This design comes from an exercise in tuning for small area and a short achievable clock period on the open sky130 flow, not from production work.
Function was checked by simulation only, so behaviour that the tests miss may differ from the original.

[run.sh]
#!/bin/bash
# synth_recipe.tcl (not shown) runs the flow's synth.tcl, then flattens the netlist and writes it again
# the make line also repeats each setting of config.mk as NAME=value (left out here)
make -C /OpenROAD-flow-scripts/flow DESIGN_CONFIG=/design/flow/config.mk WORK_HOME=/design/flow/orfs CLKGATE_MAP_FILE= SYNTH_SCRIPT=/design/flow/synth_recipe.tcl finish
[constraint.sdc]
create_clock -name core_clock -period 40.0 [get_ports {clk}]
set_input_delay 8.0000 -clock core_clock [delete_from_list [all_inputs] [get_ports {clk}]]
set_output_delay 8.0000 -clock core_clock [all_outputs]
set_load 0.01 [all_outputs]
[design.v]
`timescale 1ns / 1ps
module ALU_ACC(
    input         clk,
    input         rst_n,
    input         C8,     
    input         C9,     
    input         C13,    
    input         C15,    
    input         C16,    
    input         C17,    
    input         C18,    
    input         C19,    
    input         C20,    
    input         C21,    
    input  [15:0] BR_out,
    output [15:0] ALU_out,
    output reg [3:0] ALUflags  
    );
    reg [15:0] ACC;
    assign ALU_out = ACC;
    wire signed [15:0] sACC = ACC;
    wire signed [15:0] sBR  = BR_out;
    wire signed [31:0] prod = sACC * sBR;
    wire [16:0] sum  = {1'b0, ACC} + {1'b0, BR_out};
    wire [16:0] diff = {1'b0, ACC} - {1'b0, BR_out};
    wire [15:0] quot = (BR_out == 16'b0) ? 16'hFFFF : ACC / BR_out;
    reg  [15:0] res;
    always @(*) begin
        if (C17)      res = ACC >> 1;
        else if (C18) res = ACC << 1;
        else if (C19) res = ACC & BR_out;
        else if (C20) res = ACC | BR_out;
        else          res = ~ACC;
    end
    always @(posedge clk or negedge rst_n) begin
        if (!rst_n) begin
            ACC      <= 16'b0;
            ALUflags <= 4'b0;
        end
        else begin
            if (C8) begin
                ACC      <= 16'b0;
                ALUflags <= {1'b1, 3'b0};
            end
            else if (C9) begin
                ACC <= sum[15:0];
                ALUflags[3] <= (sum[15:0] == 16'b0);
                ALUflags[2] <= sum[16];
                ALUflags[1] <= (ACC[15] == BR_out[15]) && (sum[15] != ACC[15]);
                ALUflags[0] <= sum[15];
            end
            else if (C13) begin
                ACC <= diff[15:0];
                ALUflags[3] <= (diff[15:0] == 16'b0);
                ALUflags[2] <= (ACC < BR_out);
                ALUflags[1] <= (ACC[15] != BR_out[15]) && (diff[15] != ACC[15]);
                ALUflags[0] <= diff[15];
            end
            else if (C15) begin
                ACC <= prod[15:0];
                ALUflags[3] <= (prod[15:0] == 16'b0);
                ALUflags[2] <= 1'b0;
                ALUflags[1] <= (prod[31:16] != {16{prod[15]}});
                ALUflags[0] <= prod[15];
            end
            else if (C16) begin
                ACC <= quot;
                ALUflags[3] <= (quot == 16'b0);
                ALUflags[2] <= 1'b0;
                ALUflags[1] <= 1'b0;
                ALUflags[0] <= quot[15];
            end
            else if (C17 | C18 | C19 | C20 | C21) begin
                ACC <= res;
                ALUflags[3] <= (res == 16'b0);
                ALUflags[2] <= 1'b0;
                ALUflags[1] <= 1'b0;
                ALUflags[0] <= res[15];
            end
        end
    end
endmodule
`timescale 1ns / 1ps
    module BR(
    input clk,
    input rst_n,
    input C7,
    input [15:0] MBR_out,
    output [15:0] BR_out
    );
    reg [15:0] BRr;
    assign BR_out = BRr;
    always@(posedge clk or negedge rst_n) begin
        if(!rst_n) begin
            BRr <= 16'b0;
        end
        else begin
            if(C7) begin
                BRr <= MBR_out;  
            end
            else begin
                BRr <= BRr;
            end
        end
    end
endmodule
`timescale 1ns / 1ps
module IR(
    input clk,
    input rst_n,
    input C4,
    input [15:0] MBR_out,
    output [7:0] IR_out
    );
    reg [7:0] IRr;
    assign IR_out = IRr;
    always@(posedge clk or negedge rst_n) begin
        if(!rst_n) begin
            IRr <= 8'b0;
        end
        else begin
            if(C4) begin
                IRr <= MBR_out[15:8];
            end
            else begin
                IRr <= IRr;
            end
        end
    end
endmodule
`timescale 1ns / 1ps
module MAR(
    input clk,
    input rst_n,
    input C5,
    input C10,
    input [15:0] MBR_out,
    input [7:0] PC_out,
    output [7:0] MAR_out_memory
    );
    reg [7:0] MARr;
    assign MAR_out_memory = MARr;
    always@(posedge clk or negedge rst_n) begin
        if(!rst_n) begin
            MARr <= 8'b0;
        end
        else begin
            if(C5) begin
                MARr <= MBR_out[7:0];
            end
            else if(C10) begin
                MARr <= PC_out;
            end
            else begin
                MARr <= MARr;
            end
        end
    end
endmodule
`timescale 1ns / 1ps
module MBR(
    input clk,
    input rst_n,
    input C3,
    input C11,
    input C12,
    input [15:0] ALU_out,
    input [15:0] MBR_in_memory,
    output [15:0] MBR_out,
    output reg [15:0] MBR_out_memory
    );
    reg [15:0] MBRr;
    assign MBR_out = MBRr;
    always@(posedge clk or negedge rst_n) begin
        if(!rst_n) begin
            MBRr <= 16'b0;
        end
        else begin
            if(C3) begin
                MBRr <= MBR_in_memory;
            end
            else if(C12) begin
                MBRr <= ALU_out;
            end
            else begin
                MBRr <= MBRr;
            end
            if(C11) begin
                MBR_out_memory <= MBRr;
            end
        end
    end
endmodule
`timescale 1ns / 1ps
module PC(
    input clk,
    input rst_n,
    input C6,
    input C14,
    input [15:0] MBR_out,
    output [7:0] PC_out
    );
    reg [7:0] PCr;
    assign PC_out = PCr;
    always@(posedge clk or negedge rst_n) begin
        if(!rst_n) begin
            PCr <= 8'b0;
        end
        else begin
            if(C14) begin
                PCr <= MBR_out[15:8];  
            end
            else if(C6) begin
                PCr <= PCr + 1'b1;  
            end
            else begin
                PCr <= PCr;
            end
        end
    end
endmodule
`timescale 1ns / 1ps
module bitcruncher_dp(
    input         clk,
    input         rst_n,
    input  [21:0] ctrl,             
    input  [15:0] MBR_in_memory,
    output [7:0]  MAR_out_memory,
    output [15:0] MBR_out_memory,
    output [7:0]  IR_out,
    output [3:0]  ALUflags
    );
    wire [21:0] Control_Signals = ctrl;
    wire [15:0] MBR_out;
    wire [15:0] BR_out;
    wire [15:0] ALU_out;
    wire [7:0]  PC_out;
    MAR u_MAR(
    .clk     ( clk     ),
    .rst_n   ( rst_n   ),
    .C5      ( Control_Signals[5]  ),
    .C10     ( Control_Signals[10] ),
    .MBR_out ( MBR_out ),
    .PC_out  ( PC_out  ),
    .MAR_out_memory ( MAR_out_memory )
    );
    MBR u_MBR(
    .clk           ( clk           ),
    .rst_n         ( rst_n         ),
    .C3            ( Control_Signals[3]  ),
    .C11           ( Control_Signals[11] ),
    .C12           ( Control_Signals[12] ),
    .ALU_out       ( ALU_out       ),
    .MBR_in_memory ( MBR_in_memory ),
    .MBR_out       ( MBR_out       ),
    .MBR_out_memory ( MBR_out_memory )
    );
    ALU_ACC u_ALU_ACC(
    .clk     ( clk     ),
    .rst_n   ( rst_n   ),
    .C8      ( Control_Signals[8]  ),
    .C9      ( Control_Signals[9]  ),
    .C13     ( Control_Signals[13] ),
    .C15     ( Control_Signals[15] ),
    .C16     ( Control_Signals[16] ),
    .C17     ( Control_Signals[17] ),
    .C18     ( Control_Signals[18] ),
    .C19     ( Control_Signals[19] ),
    .C20     ( Control_Signals[20] ),
    .C21     ( Control_Signals[21] ),
    .BR_out  ( BR_out  ),
    .ALU_out ( ALU_out ),
    .ALUflags ( ALUflags )
    );
    PC u_PC(
    .clk     ( clk     ),
    .rst_n   ( rst_n   ),
    .C6      ( Control_Signals[6]  ),
    .C14     ( Control_Signals[14] ),
    .MBR_out ( MBR_out ),
    .PC_out  ( PC_out  )
    );
    IR u_IR(
    .clk     ( clk     ),
    .rst_n   ( rst_n   ),
    .C4      ( Control_Signals[4] ),
    .MBR_out ( MBR_out ),
    .IR_out  ( IR_out  )
    );
    BR u_BR(
    .clk     ( clk     ),
    .rst_n   ( rst_n   ),
    .C7      ( Control_Signals[7] ),
    .MBR_out ( MBR_out ),
    .BR_out  ( BR_out  )
    );
endmodule
[config.mk]
export PLATFORM = sky130hd
export DESIGN_NAME = bitcruncher_dp
export DESIGN_NICKNAME = bitcruncher_dp
export VERILOG_FILES = /design/flow/design.v
export SDC_FILE = /design/flow/constraint.sdc
export NUM_CORES = 4
export LEC_CHECK = 0
export CAP_MARGIN = 20
export CORE_MARGIN = 2
export CORE_UTILIZATION = 40
export SLEW_MARGIN = 20
==> summary.txt <==
## metrics by stage
stage	instances	area, um2	hold WS [ns]	setup WS [ns]
6_report	3613	24920	0.5035	5.352
5_1_grt	3613	24920	0.5297	3.475
4_1_cts	3613	24920	0.5098	6.093
3_5_place_dp	3597	24590	0.4945	6.249
3_3_place_gp	3597	24590	0.4936	6.946
2_1_floorplan	2850	23020	0.4673	12.75
## cells in the mapped netlist (11+ instances only)
cell type    n
clkbuf_1   123
a31oi_1     24
nor3_1      79
fa_1       264
or2_2       13
mux2i_1     58
nand2b_1    17
inv_1      377
nor2b_1     18
o221ai_1    15
o211ai_1    19
dfrtp_1     75
o21a_1      47
a21o_1      48
xnor2_1     81
xor2_1      34
nand2_1    280
mux2_2      28
edfxtp_1    16
o31ai_1     17
nor2_1     306
o21ai_0    166
ha_1       271
a21oi_1    127
o22ai_1     11
or3_1       21
nand4_1     17
nand3_1     37
a211oi_1    27
nor4_1      24
## worst min path at each step
stage	startpoint	to	cells past startpoint	slack [ns]
floorplan	u_MBR.MBRr[6]$_DFFE_PN0P_	u_MBR.MBR_out_memory[6]$_DFFE_PP_	0	0.47
global placement	u_IR.IRr[3]$_DFFE_PN0P_	u_IR.IRr[3]$_DFFE_PN0P_	1	0.49
detailed placement	u_IR.IRr[1]$_DFFE_PN0P_	u_IR.IRr[1]$_DFFE_PN0P_	1	0.49
CTS	u_IR.IRr[1]$_DFFE_PN0P_	u_IR.IRr[1]$_DFFE_PN0P_	1	0.51
global route	u_IR.IRr[0]$_DFFE_PN0P_	u_IR.IRr[0]$_DFFE_PN0P_	1	0.53
finish	u_IR.IRr[3]$_DFFE_PN0P_	u_IR.IRr[3]$_DFFE_PN0P_	1	0.50
## area by class of cell
| cell class | instances | area, um2 | area share (%) |
|---|---|---|---|
| Clock buffer | 10 | 229.0 | 0.9189 |
| Multi-Input combinational cell | 2237 | 18710 | 75.10 |
| Inverter | 387 | 1453 | 5.830 |
| Sequential cell | 91 | 2357 | 9.460 |
| Timing Repair Buffer | 126 | 1124 | 4.509 |
| Clock inverter | 6 | 95.09 | 0.3816 |
| Tap cell | 756 | 945.9 | 3.796 |
## cells in the final DEF, fill, tap and decap left out, types with 34 or more instances in the layout
master | synthesis | layout
dfrtp_1 | 75 | 75
clkdlybuf4s50_1 | 0 | 71
mux2i_1 | 58 | 58
a21oi_1 | 127 | 127
nor2_1 | 306 | 306
a21o_1 | 48 | 48
inv_1 | 377 | 377
xor2_1 | 34 | 34
nand2_1 | 280 | 280
buf_4 | 1 | 55
nand3_1 | 37 | 37
ha_1 | 271 | 271
nor3_1 | 79 | 79
o21a_1 | 47 | 47
xnor2_1 | 81 | 81
fa_1 | 264 | 264
o21ai_0 | 166 | 166
## cells by family after synthesis
kind of cell	after synthesis
XOR/XNOR	115
AND/OR/NAND/NOR	868
AO/OA/AOI/OAI	633
multiplexers	86
adder cells (fa/ha/maj)	535
buffers and inverters	522
flip-flops	91
## critical path: cells and delay by family, from the launching register on
kind,cells,cell delay (ns)
compound gates,68,18.58
simple gates,31,8.08
fa+ha+maj,15,4.46
mux,6,2.53
buf+inv,2,0.49
flops,1,0.36
## layer usage
layer | wire [um] | global-route usage [%] | vias to the layer above
met2 | 37940 | 45.61 | 794
met3 | 5106 | 3.536 | 163
li1 | - | - | 9695
met4 | 3252 | 9.631 | 2
met1 | 34430 | 35.93 | 10440
met5 | 14 | 0 | -
## state kept, by name, summed over array words and instances, names as in the netlist
signal	flops
u_ALU_ACC.ACC	15
u_ALU_ACC.ALUflags	4
u_BR.BRr	16
u_IR.IRr	8
u_MAR.MARr	8
u_MBR.MBR_out_memory	16
u_MBR.MBRr	16
u_PC.PCr	8
==> out/qor.yml <==
ctsLongestPathBuffers: 2
cts_sinks: 91
setup_viol: 0
areaGrowthSynthToFinish_pct: 8.239
drc: 0
nFillCells: 5701
final_util_pct: 44.02
core_area_mm2: 0.05660
synthAdderAreaFrac_pct: 37.69
antenna_cells: 0
synth_edf_count: 16
clk_pin_slew_worst_paths_ns: 0.07
relSlewSlack_pct: 17.23
grt_setup_unrepaired: "false"
drive_gt1_share_pct: 4.935
synth_top_area_share_pct: 22.96
gp_congestion: 0.9906
synth_cells: 2850
fin_crit_sh_pct: 86.62
rows: 87
synth_simple_gate_area_share_pct: 16.96
r2r_start: "u_ALU_ACC.ACC[3]$_DFFE_PN0P_"
post-cts-setup-buffer-count: 0
avgSynthCellArea_um2: 8.077
finalSetupTns_ns: 0
drv_slew: 0
start_util_pct: 40.67
cp_max_fo: 24
synthTopCellsByArea: "fa_1 (23%), ha_1 (15%), dfrtp_1 (8.2%), inv_1 (6.1%), nor2_1 (5.0%)"
synthArstFlopShare_pct: 82.42
critPathLaunchType: "register"
io_pins: 76
grt_max_degree: 42
cts_inserted_buffers: 9
yosys.area.top_type: "fa_1"
antenna_found_initial: 1
fin_crit_ns: 34.65
grt_remaining_overflow: 0
post_drt_wl_per_cell_um: 22.35
tightestPinTransition_ns: 1.230
required_ns: 40.29
die_x_um: 243.9
yosysUniqueCellTypes: 92
grt_pass1_vias: 21390
hold_path.class: "reg2reg"
fmax_ghz: 0.02886
die_h_um: 243.9
synth_compound_area_share_pct: 18.29
cts_tree: "yes"
synth_nets: 3425
drt-initial-drc-count: 1828
syn_area_mm2: 0.02302
cpMostUsedCell: "ha_1"
synth-main-ff-cell: "dfrtp_1"
slowest_stage: "nor4_1"
ff2ff_path_depth: 122
cts_max_level: 3
fin_skew_ns: 0.02713
synthMuxAreaShare_pct: 3.892
yosysWarnings: 6
crit_path_end: "u_ALU_ACC.ALUflags[3]$_DFFE_PN0P_"
numPortBuffers: 72
end_kind: "register"
synth-xor-area-share_pct: 4.375
grt_pass1_wl_um: 125100
routed_wirelength_um: 80750
r2r_slack_ns: 5.35
clk_latency_ns: 0.37
cp-startpoint: "u_ALU_ACC.ACC[3]$_DFFE_PN0P_"
cp.arrival_ns: 34.94
nNetsFinal: 3427
cts_resized: 0
firstDrtPassIters: 5
clockRootBuffer: "clkbuf_16"
cpPeakStageDelay_ns: 1.05
synth_top_family_by_area: "adder cells"
ys_ff_latch: 91
r2r-end: "u_ALU_ACC.ALUflags[3]$_DFFE_PN0P_"
critical_path_class: "reg2reg"
grt_usage_pct: 27.20
holdBufCountCts: 0
dr_total_vias: 21090
status: "no timing/DRC/antenna violations"
die-area_mm2: 0.05949
ys_seq_area_share_pct: 10.24
ant_nets: 0
max_cap_viol_count: 0
finalHoldViolCount: 0
vias_per_cell: 5.837
dp_hpwl_um: 62910

[separate check: timing with driven ports]
Ports are ideal in the flow. The routed layout listed here was re-timed in OpenROAD.
Step 1, drivers: a clkbuf_16 drives clk and a buf_2 each remaining input, both assumed.
Step 2, shift: input delay + t, output delay - t, t = (earliest + latest rising clock arrival at the registers) / 2. This alone moves slack from input paths to output paths.
Three values: ideal, step 1, step 2; two values: the first two.
t, ns: 0.390
setup slack, ns: 5.352 / 5.352 / 5.352
slew at the worst register clock pin (ns): 0.09 / 0.09
After both steps setup and hold are still met in this run. The setup slack of this run moves by 0.000 ns with the drivers and by 0.000 ns with both steps.
